Source: an optimization exercise on an open RTL-to-GDS flow (aim: small area). Production flows keep margins and buffers that such runs may drop.
At most, simulation tests tie the RTL to the original design; equivalence was not proved.
The clock port is modelled as an ideal driver; clocking choices that lean on that would not hold on a real chip.
Power and IR drop assume default switching activity.

## north
==> module Paddle, before the edit <==
module Paddle
#(
	paddleTop = 225
)
(
	input  logic       Clock,
	input  logic       Enable,
	input  logic       Reset,
	input  logic       upPaddle,
	input  logic       downPaddle,
	output logic [8:0] topPaddle
);
	logic movedUp, movedDown;
	logic atTop, atBottom;
	assign atTop = (topPaddle == 9'd0 && !movedDown) || (topPaddle == 9'd1 && movedUp);
	assign atBottom = (&topPaddle[8:6] && topPaddle[0] && movedDown) || (&topPaddle[8:6] && topPaddle[1] && !movedUp);
	logic [8:0] topNext;
	RippleUpDown #(9) step (.q(topPaddle), .en(Enable & (movedUp | movedDown)), .dn(movedUp), .d(topNext));
	always_ff @(posedge Clock)
	begin
		if (Reset)
		begin
			topPaddle <= paddleTop;
			movedUp   <= 0;
			movedDown <= 0;
		end
		else
		begin
			topPaddle <= topNext;
			if (Enable)
			begin
				movedUp   <= !atTop && upPaddle;
				movedDown <= !(!atTop && upPaddle) && !atBottom && downPaddle;
			end
		end
	end
endmodule
==> flow/config.mk <==
export PLATFORM = sky130hd
export DESIGN_NAME = PongGame
export DESIGN_NICKNAME = PongGame
export VERILOG_FILES = /design/flow/design.v
export SDC_FILE = /design/flow/constraint.sdc
export NUM_CORES = 4
export LEC_CHECK = 0
export ABC_AREA = 1
export CAP_MARGIN = 0
export CORE_MARGIN = 2
export CORE_UTILIZATION = 80
export CTS_BUF_LIST = sky130_fd_sc_hd__clkbuf_4
export SLEW_MARGIN = 0
==> flow/constraint.sdc <==
create_clock -name core_clock -period 10.0 [get_ports {CLOCK_50}]
set_input_delay 2.0000 -clock core_clock [delete_from_list [all_inputs] [get_ports {CLOCK_50}]]
set_output_delay 2.0000 -clock core_clock [all_outputs]
set_load 0.01 [all_outputs]
standard.sh (not shown) runs the stock make flow with config.mk's settings and CLKGATE_MAP_FILE= SYNTH_SCRIPT=/design/flow/synth_recipe.tcl, a recipe that flattens the netlist after the stock synthesis.
==> flow/flow/run.sh <==
#!/bin/bash
# The standard layout (standard.sh, standard synthesis unchanged), with:
# - the port buffers made from the smallest buffer;
# - cells downsized to their smallest drive strength after floorplan and again
#   after clock-tree synthesis (the repair steps that follow restore drive
#   where timing, slew or capacitance need it);
# - after floorplan, the combinational logic re-mapped for area by OpenROAD's
#   restructure (ABC; registers untouched), its files and ABC log in rmp/;
# - a clock tree of clkbuf_4 with no dummy loads, whose leaf buffers with a
#   high estimated output slew are upsized to clkbuf_8.
# The make output of every step goes to standard.log; ORFS keeps each tool's
# own log under orfs/logs.
cp standard.sh standard.sh.log
export BUFFER_PORTS_ARGS="-buffer_cell sky130_fd_sc_hd__buf_1"
export CTS_ARGS="-sink_clustering_enable -repair_clock_nets -buf_list sky130_fd_sc_hd__clkbuf_4 -dont_use_dummy_load"
export POST_CTS_TCL="$(pwd)/flow/cts_post.tcl"
export POST_FLOORPLAN_TCL="$(pwd)/flow/floorplan_post.tcl"
export RMP_WORK="$(pwd)/rmp"
bash standard.sh > standard.log 2>&1
Other scripts of this flow, unchanged in this note and not shown: flow/flow/cts_post.tcl, flow/flow/downsize.tcl, flow/flow/floorplan_post.tcl
What south does differently from north at the input level:
diff --git a/flow/design.v b/flow/design.v
--- a/flow/design.v
+++ b/flow/design.v
@@ -100,10 +100,10 @@
 	output logic [8:0] topPaddle
 );
 	logic movedUp, movedDown;
 	logic atTop, atBottom;
-	assign atTop = (topPaddle == 9'd0 && !movedDown) || (topPaddle == 9'd1 && movedUp);
-	assign atBottom = (&topPaddle[8:6] && topPaddle[0] && movedDown) || (&topPaddle[8:6] && topPaddle[1] && !movedUp);
+	assign atTop = (topPaddle == 9'd0 && !movedUp && !movedDown) || (topPaddle == 9'd1 && movedUp);
+	assign atBottom = (topPaddle >= 9'd449 && movedDown) || (topPaddle >= 9'd450 && !movedUp);
 	logic [8:0] topNext;
 	RippleUpDown #(9) step (.q(topPaddle), .en(Enable & (movedUp | movedDown)), .dn(movedUp), .d(topNext));
 	always_ff @(posedge Clock)
 	begin
~same part of the total power dissipated in combinational logic in south and north
Delta (south minus north): cell area after synthesis increased by 1.6% relative to the old numbers, global-route wire length before repair now larger, final setup slack of the worst path went down 0.25 ns, share of the core filled with cells in the final layout has decreased.
[diff] die outline area, south relative to north: regression
Cmp south and north / share of total power in the clock network / lower: north
Between north and south, the flow reports final cell count decreasing slightly.
The RTL of north was laid out without a check of its function.

* * *

PongGame, a different RTL version from the one above (not shown whole).
Size: roughly 670 cells after synthesis, about 43 I/O pins, about 5800 µm² of cells after synthesis.
==> module slowClock, before the edit <==
module slowClock #(parameter N = 20)
(
	input  logic Clock,
	input  logic Reset,
	output logic Enable
);
	logic [N-1:0] Count;
	logic [N-1:0] CountInc;
	RippleInc #(N) add (.q(Count), .en(1'b1), .d(CountInc));
	always_ff @(posedge Clock, posedge Reset)
	begin
		if (Reset)
			Count <= 0;
		else
			Count <= CountInc;
	end
	assign Enable = Count == 1;
endmodule
==> module ball, before the edit <==
module ball
#(
	oLeft = 390,
	oTop = 290
)
(
	input  logic        Clock,
	input  logic        Enable,
	input  logic        Reset,
	input  logic [8:0]  topPlaneL,
	input  logic [8:0]  topPlaneR,
	output logic [9:0]  ballX,
	output logic [10:0] ballY
);
	logic xdir, ydir;
	logic atLeft, atRight;
	assign atLeft  = ballX[9:1] == 9'd0;                                   
	assign atRight = ballX[9] & ballX[8] & ballX[3] & ballX[2];            
	logic zoneR, zoneL, faceR, faceL;
	assign zoneR = ballX >= 10'd700 && ballX <= 10'd750;
	assign zoneL = ballX >= 10'd30 && ballX <= 10'd80;
	assign faceR = ballX == 10'd700;
	assign faceL = ballX == 10'd80;
	logic [8:0]  pTop;
	logic [10:0] d;
	logic        dc;
	assign pTop = ballX[9] ? topPlaneR : topPlaneL;
	RippleSub #(11) sub (.a({1'b0, ballY[9:0]}), .b({2'b0, pTop}), .cin(1'b1), .s(d), .cout(dc));
	logic wrapped, wrapB;
	assign wrapped = ballY[10];
	assign wrapB = ballY >= 11'd2028;     
	logic dNeg, dPos, dLt150, dLe150, dGeM19, dLe130, dGe130;
	assign dNeg   = d[10];
	assign dPos   = !d[10] && d != 11'd0;
	assign dLt150 = d[10] || d[9:0] < 10'd150;
	assign dLe150 = d[10] || d[9:0] <= 10'd150;
	assign dGeM19 = !d[10] || d[9:0] >= 10'd1005;
	assign dLe130 = d[10] || d[9:0] <= 10'd130;
	assign dGe130 = !d[10] && d[9:0] >= 10'd130;
	logic hitTopSide, hitBottomSide, hitLeftBottom, hitFace;
	assign hitTopSide    = !wrapped && dLt150 && dGeM19;                   
	assign hitBottomSide = !wrapped && dPos && dLt150;                     
	assign hitLeftBottom = !wrapped && dGe130 && dLe150;                   
	assign hitFace       = wrapped ? wrapB : (!dNeg && dLe130);            
	logic atCeil, atFloor;
	assign atCeil  = ballY[10:1] == 10'd0;                     
	assign atFloor = ballY >= 11'd580 && ballY < 11'd2028;     
	logic ydirNext, xdirNext;
	always_comb
	begin
		ydirNext = ydir;
		xdirNext = xdir;
		if (atCeil)  ydirNext = 1;
		if (atFloor) ydirNext = 0;
		if (atLeft)  begin xdirNext = 1; ydirNext = 1; end
		if (atRight) begin xdirNext = 0; ydirNext = 0; end
		if ((zoneR || zoneL) && hitTopSide) ydirNext = 0;
		if (zoneR && hitBottomSide) ydirNext = 1;
		if (zoneL && hitLeftBottom) ydirNext = 1;
		if (faceR && hitFace) xdirNext = 0;
		if (faceL && hitFace) xdirNext = 1;
	end
	logic        recentre;
	logic [9:0]  xStep;
	logic [10:0] yStep;
	assign recentre = atLeft | atRight;
	RippleUpDown #(10) xs (.q(ballX), .en(Enable), .dn(!xdir), .d(xStep));
	RippleUpDown #(11) ys (.q(ballY), .en(Enable), .dn(!ydir), .d(yStep));
	always_ff @(posedge Clock)
	begin
		if (Reset || (Enable && recentre))
		begin
			ballX <= oLeft;
			ballY <= oTop;
		end
		else
		begin
			ballX <= xStep;
			ballY <= yStep;
		end
		if (Reset)
		begin
			xdir <= 1;
			ydir <= 1;
		end
		else if (Enable)
		begin
			xdir <= xdirNext;
			ydir <= ydirNext;
		end
	end
endmodule
==> module PongGame, before the edit <==
module PongGame
(
	input CLOCK_50,
	input [3:0] KEY,
	input [9:0] SW,
	output logic VGA_BLANK_N,
	output logic VGA_SYNC_N,
	output logic VGA_HS,
	output logic VGA_VS,
	output logic [ 7:0] VGA_R,
	output logic [ 7:0] VGA_G,
	output logic [ 7:0] VGA_B
);
	logic [10:0] hCount;
	logic [9:0]  vCount;
	logic        pix_stb;
	logic [8:0]  topL, topR;
	logic [9:0]  ballX;
	logic [10:0] ballY;
	VgaController vgaDisplay
	(
		.Clock(CLOCK_50),
		.Reset(SW[9]),
		.blank_n(VGA_BLANK_N),
		.sync_n(VGA_SYNC_N),
		.hSync_n(VGA_HS),
		.vSync_n(VGA_VS),
		.hCount(hCount),
		.vCount(vCount)
	);
	slowClock #(10) tick(CLOCK_50, SW[9], pix_stb);
	ball #(.oLeft(390), .oTop(290)) BallObj
	(
		.Clock(CLOCK_50),
		.Enable(pix_stb),
		.Reset(SW[9]),
		.topPlaneL(topL),
		.topPlaneR(topR),
		.ballX(ballX),
		.ballY(ballY)
	);
	Paddle #(.paddleTop(225)) paddle_LObj
	(
		.Clock(CLOCK_50),
		.Enable(pix_stb),
		.Reset(SW[9]),
		.downPaddle(~KEY[3]),
		.upPaddle(~KEY[2]),
		.topPaddle(topL)
	);
	Paddle #(.paddleTop(225)) paddle_RObj
	(
		.Clock(CLOCK_50),
		.Enable(pix_stb),
		.Reset(SW[9]),
		.downPaddle(~KEY[1]),
		.upPaddle(~KEY[0]),
		.topPaddle(topR)
	);
	logic [9:0] bx, by;
	logic       bxc, byc;
	RippleSub #(10) subBX (.a(hCount[9:0]), .b(ballX), .cin(1'b0), .s(bx), .cout(bxc));
	RippleSub #(10) subBY (.a(vCount), .b(ballY[9:0]), .cin(1'b0), .s(by), .cout(byc));
	logic drawBall;
	assign drawBall = !ballY[10] && bx <= 10'd18 && by <= 10'd18;
	logic [8:0] pTop;
	logic [9:0] py;
	logic       pyc;
	assign pTop = hCount[9] ? topR : topL;
	RippleSub #(10) subPY (.a(vCount), .b({1'b0, pTop}), .cin(1'b0), .s(py), .cout(pyc));
	logic inPaddleRows, drawPaddle_R, drawPaddle_L;
	assign inPaddleRows = py <= 10'd148;
	assign drawPaddle_R = inPaddleRows && hCount >= 11'd721 && hCount <= 11'd769;
	assign drawPaddle_L = inPaddleRows && hCount >= 11'd31 && hCount <= 11'd79;
	logic DrawDivider;
	Divider DividerObj (.yPosition(vCount), .xPosition(hCount), .DrawDivider(DrawDivider));
	logic white, red, blue;
	assign white = VGA_BLANK_N && (drawBall || DrawDivider);
	assign red   = VGA_BLANK_N && !drawBall && drawPaddle_R;
	assign blue  = VGA_BLANK_N && !drawBall && drawPaddle_L;
	assign VGA_R = {8{white}} | {8{red}} & 8'hEF | {8{blue}} & 8'h07;
	assign VGA_G = {8{white}} | {8{red}} & 8'h2F | {8{blue}} & 8'h37;
	assign VGA_B = {8{white}} | {8{red}} & 8'h2F | {8{blue}} & 8'hF7;
endmodule
export LEC_CHECK = 0
export CAP_MARGIN = 20
export CORE_MARGIN = 2
export CORE_UTILIZATION = 65
export CTS_BUF_LIST = sky130_fd_sc_hd__clkbuf_4
export SLEW_MARGIN = 20
create_clock -name core_clock -period 10.0 [get_ports {CLOCK_50}]
==> flow/flow/run.sh <==
#!/bin/bash
# Standard layout, with the port buffers made from the smallest buffer,
# cells downsized after floorplan (placement repair restores any that need it),
# a clock tree of clkbuf_4 with no dummy loads, and clock-tree leaves whose
# estimated output slew is high upsized to clkbuf_8.
cp standard.sh standard.sh.log
export BUFFER_PORTS_ARGS="-buffer_cell sky130_fd_sc_hd__buf_1"
export CTS_ARGS="-sink_clustering_enable -repair_clock_nets -buf_list sky130_fd_sc_hd__clkbuf_4 -dont_use_dummy_load"
export POST_CTS_TCL="$(pwd)/flow/cts_post.tcl"
export POST_FLOORPLAN_TCL="$(pwd)/flow/downsize.tcl"
bash standard.sh > standard.log 2>&1
Other scripts of this flow, unchanged in this note and not shown: flow/flow/cts_post.tcl, flow/flow/downsize.tcl
==> next run, changes <==
--- a/flow/design.v
+++ b/flow/design.v
@@ -1,20 +1,20 @@
-module slowClock #(parameter N = 20)
+module slowClock #(parameter N = 10)
 (
 	input  logic Clock,
 	input  logic Reset,
 	output logic Enable
 );
 	logic [N-1:0] Count;
-	logic [N-1:0] CountInc;
-	RippleInc #(N) add (.q(Count), .en(1'b1), .d(CountInc));
+	logic feedback;
+	assign feedback = Count[N-1] ^ Count[N-4] ^ (Count[N-2:0] == '0);
 	always_ff @(posedge Clock, posedge Reset)
 	begin
 		if (Reset)
 			Count <= 0;
 		else
-			Count <= CountInc;
+			Count <= {Count[N-2:0], feedback};
 	end
 	assign Enable = Count == 1;
 endmodule
 module RippleInc #(parameter W = 8)
 (
@@ -129,30 +129,29 @@
 	assign zoneR = ballX >= 10'd700 && ballX <= 10'd750;
 	assign zoneL = ballX >= 10'd30 && ballX <= 10'd80;
 	assign faceR = ballX == 10'd700;
 	assign faceL = ballX == 10'd80;
 	logic [8:0]  pTop;
-	logic [10:0] d;
+	logic [11:0] d;
 	logic        dc;
 	assign pTop = ballX[9] ? topPlaneR : topPlaneL;
-	RippleSub #(11) sub (.a({1'b0, ballY[9:0]}), .b({2'b0, pTop}), .cin(1'b1), .s(d), .cout(dc));
-	logic wrapped, wrapB;
-	assign wrapped = ballY[10];
-	assign wrapB = ballY >= 11'd2028;     
+	RippleSub #(12) sub (.a({1'b0, ballY}), .b({3'b0, pTop}), .cin(1'b1), .s(d), .cout(dc));
+	logic wrapB;                          
+	assign wrapB = ballY >= 11'd2028;
 	logic dNeg, dPos, dLt150, dLe150, dGeM19, dLe130, dGe130;
-	assign dNeg   = d[10];
-	assign dPos   = !d[10] && d != 11'd0;
-	assign dLt150 = d[10] || d[9:0] < 10'd150;
-	assign dLe150 = d[10] || d[9:0] <= 10'd150;
-	assign dGeM19 = !d[10] || d[9:0] >= 10'd1005;
-	assign dLe130 = d[10] || d[9:0] <= 10'd130;
-	assign dGe130 = !d[10] && d[9:0] >= 10'd130;
+	assign dNeg   = d[11];
+	assign dPos   = !d[11] && d != 12'd0;
+	assign dLt150 = d[11] || d[10:0] < 11'd150;
+	assign dLe150 = d[11] || d[10:0] <= 11'd150;
+	assign dGeM19 = !d[11] || d[10:0] >= 11'd2029;
+	assign dLe130 = d[11] || d[10:0] <= 11'd130;
+	assign dGe130 = !d[11] && d[10:0] >= 11'd130;
 	logic hitTopSide, hitBottomSide, hitLeftBottom, hitFace;
-	assign hitTopSide    = !wrapped && dLt150 && dGeM19;                   
-	assign hitBottomSide = !wrapped && dPos && dLt150;                     
-	assign hitLeftBottom = !wrapped && dGe130 && dLe150;                   
-	assign hitFace       = wrapped ? wrapB : (!dNeg && dLe130);            
+	assign hitTopSide    = dLt150 && dGeM19;                   
+	assign hitBottomSide = dPos && dLt150;                     
+	assign hitLeftBottom = dGe130 && dLe150;                   
+	assign hitFace       = !dNeg && (dLe130 || wrapB);         
 	logic atCeil, atFloor;
 	assign atCeil  = ballY[10:1] == 10'd0;                     
 	assign atFloor = ballY >= 11'd580 && ballY < 11'd2028;     
 	logic ydirNext, xdirNext;
 	always_comb
@@ -289,23 +288,23 @@
 		.Reset(SW[9]),
 		.downPaddle(~KEY[1]),
 		.upPaddle(~KEY[0]),
 		.topPaddle(topR)
 	);
-	logic [9:0] bx, by;
-	logic       bxc, byc;
-	RippleSub #(10) subBX (.a(hCount[9:0]), .b(ballX), .cin(1'b0), .s(bx), .cout(bxc));
-	RippleSub #(10) subBY (.a(vCount), .b(ballY[9:0]), .cin(1'b0), .s(by), .cout(byc));
+	logic [10:0] bx, by;
+	logic        bxc, byc;
+	RippleSub #(11) subBX (.a({1'b0, hCount[9:0]}), .b({1'b0, ballX}), .cin(1'b0), .s(bx), .cout(bxc));
+	RippleSub #(11) subBY (.a({1'b0, vCount}), .b({1'b0, ballY[9:0]}), .cin(1'b0), .s(by), .cout(byc));
 	logic drawBall;
-	assign drawBall = !ballY[10] && bx <= 10'd18 && by <= 10'd18;
-	logic [8:0] pTop;
-	logic [9:0] py;
-	logic       pyc;
+	assign drawBall = !ballY[10] && bx <= 11'd18 && by <= 11'd18;
+	logic [8:0]  pTop;
+	logic [10:0] py;
+	logic        pyc;
 	assign pTop = hCount[9] ? topR : topL;
-	RippleSub #(10) subPY (.a(vCount), .b({1'b0, pTop}), .cin(1'b0), .s(py), .cout(pyc));
+	RippleSub #(11) subPY (.a({1'b0, vCount}), .b({2'b0, pTop}), .cin(1'b0), .s(py), .cout(pyc));
 	logic inPaddleRows, drawPaddle_R, drawPaddle_L;
-	assign inPaddleRows = py <= 10'd148;
+	assign inPaddleRows = py <= 11'd148;
 	assign drawPaddle_R = inPaddleRows && hCount >= 11'd721 && hCount <= 11'd769;
 	assign drawPaddle_L = inPaddleRows && hCount >= 11'd31 && hCount <= 11'd79;
 	logic DrawDivider;
 	Divider DividerObj (.yPosition(vCount), .xPosition(hCount), .DrawDivider(DrawDivider));
 	logic white, red, blue;
Effect:
- power is higher by 0.38%
- cell area fell by 2.6%
- utilization rose by 1.6 points
- clock power is about the same
- synthesized cell count drops by 3.5%
- via count is lower by 4.9%
- die area goes down by 3.4%
- register-to-register slack is better by 0.83 ns
- wire length is lower by 4.7%
- count of clock-buffer cells in the layout does not change
- global-route usage shrinks by 0.34 points
- flip-flop and latch count stays the same
No functional check of the RTL was part of any run of this note.

[static timing again, ports no longer ideal]
In the flow no input, the clock included, has a driving cell. The finished layouts below were timed again as built, in two steps.
Step 1 (the two cells are an assumption about what drives the block):
set clk [get_ports {CLOCK_50}]
set_driving_cell -lib_cell sky130_fd_sc_hd__clkbuf_16 $clk
set_driving_cell -lib_cell sky130_fd_sc_hd__buf_2 [delete_from_list [all_inputs] $clk]
Step 2 times the ports against the registers' clock, not the clock port: input delays grow and output delays shrink by t, the midpoint of the rising clock arrivals with the driver on.
Slacks: ideal ports / drivers / drivers and shift; pairs: ideal ports / drivers.
run | t (ns) | setup WS [ns] | hold WS [ns] | cell pins on the clock port's net
north | 0.444 | 2.163 / 2.137 / 2.581 | 0.385 / 0.385 / 0.385 | 1
south | 0.450 | 1.918 / 1.886 / 2.336 | 0.374 / 0.374 / 0.374 | 1
the first run of note 2 | 0.449 | 2.028 / 1.997 / 2.446 | 0.465 / 0.465 / 0.465 | 1
the second run of note 2 | 0.455 | 1.967 / 1.936 / 2.391 | 0.376 / 0.376 / 0.376 | 1
After both steps every run listed still meets setup and hold.
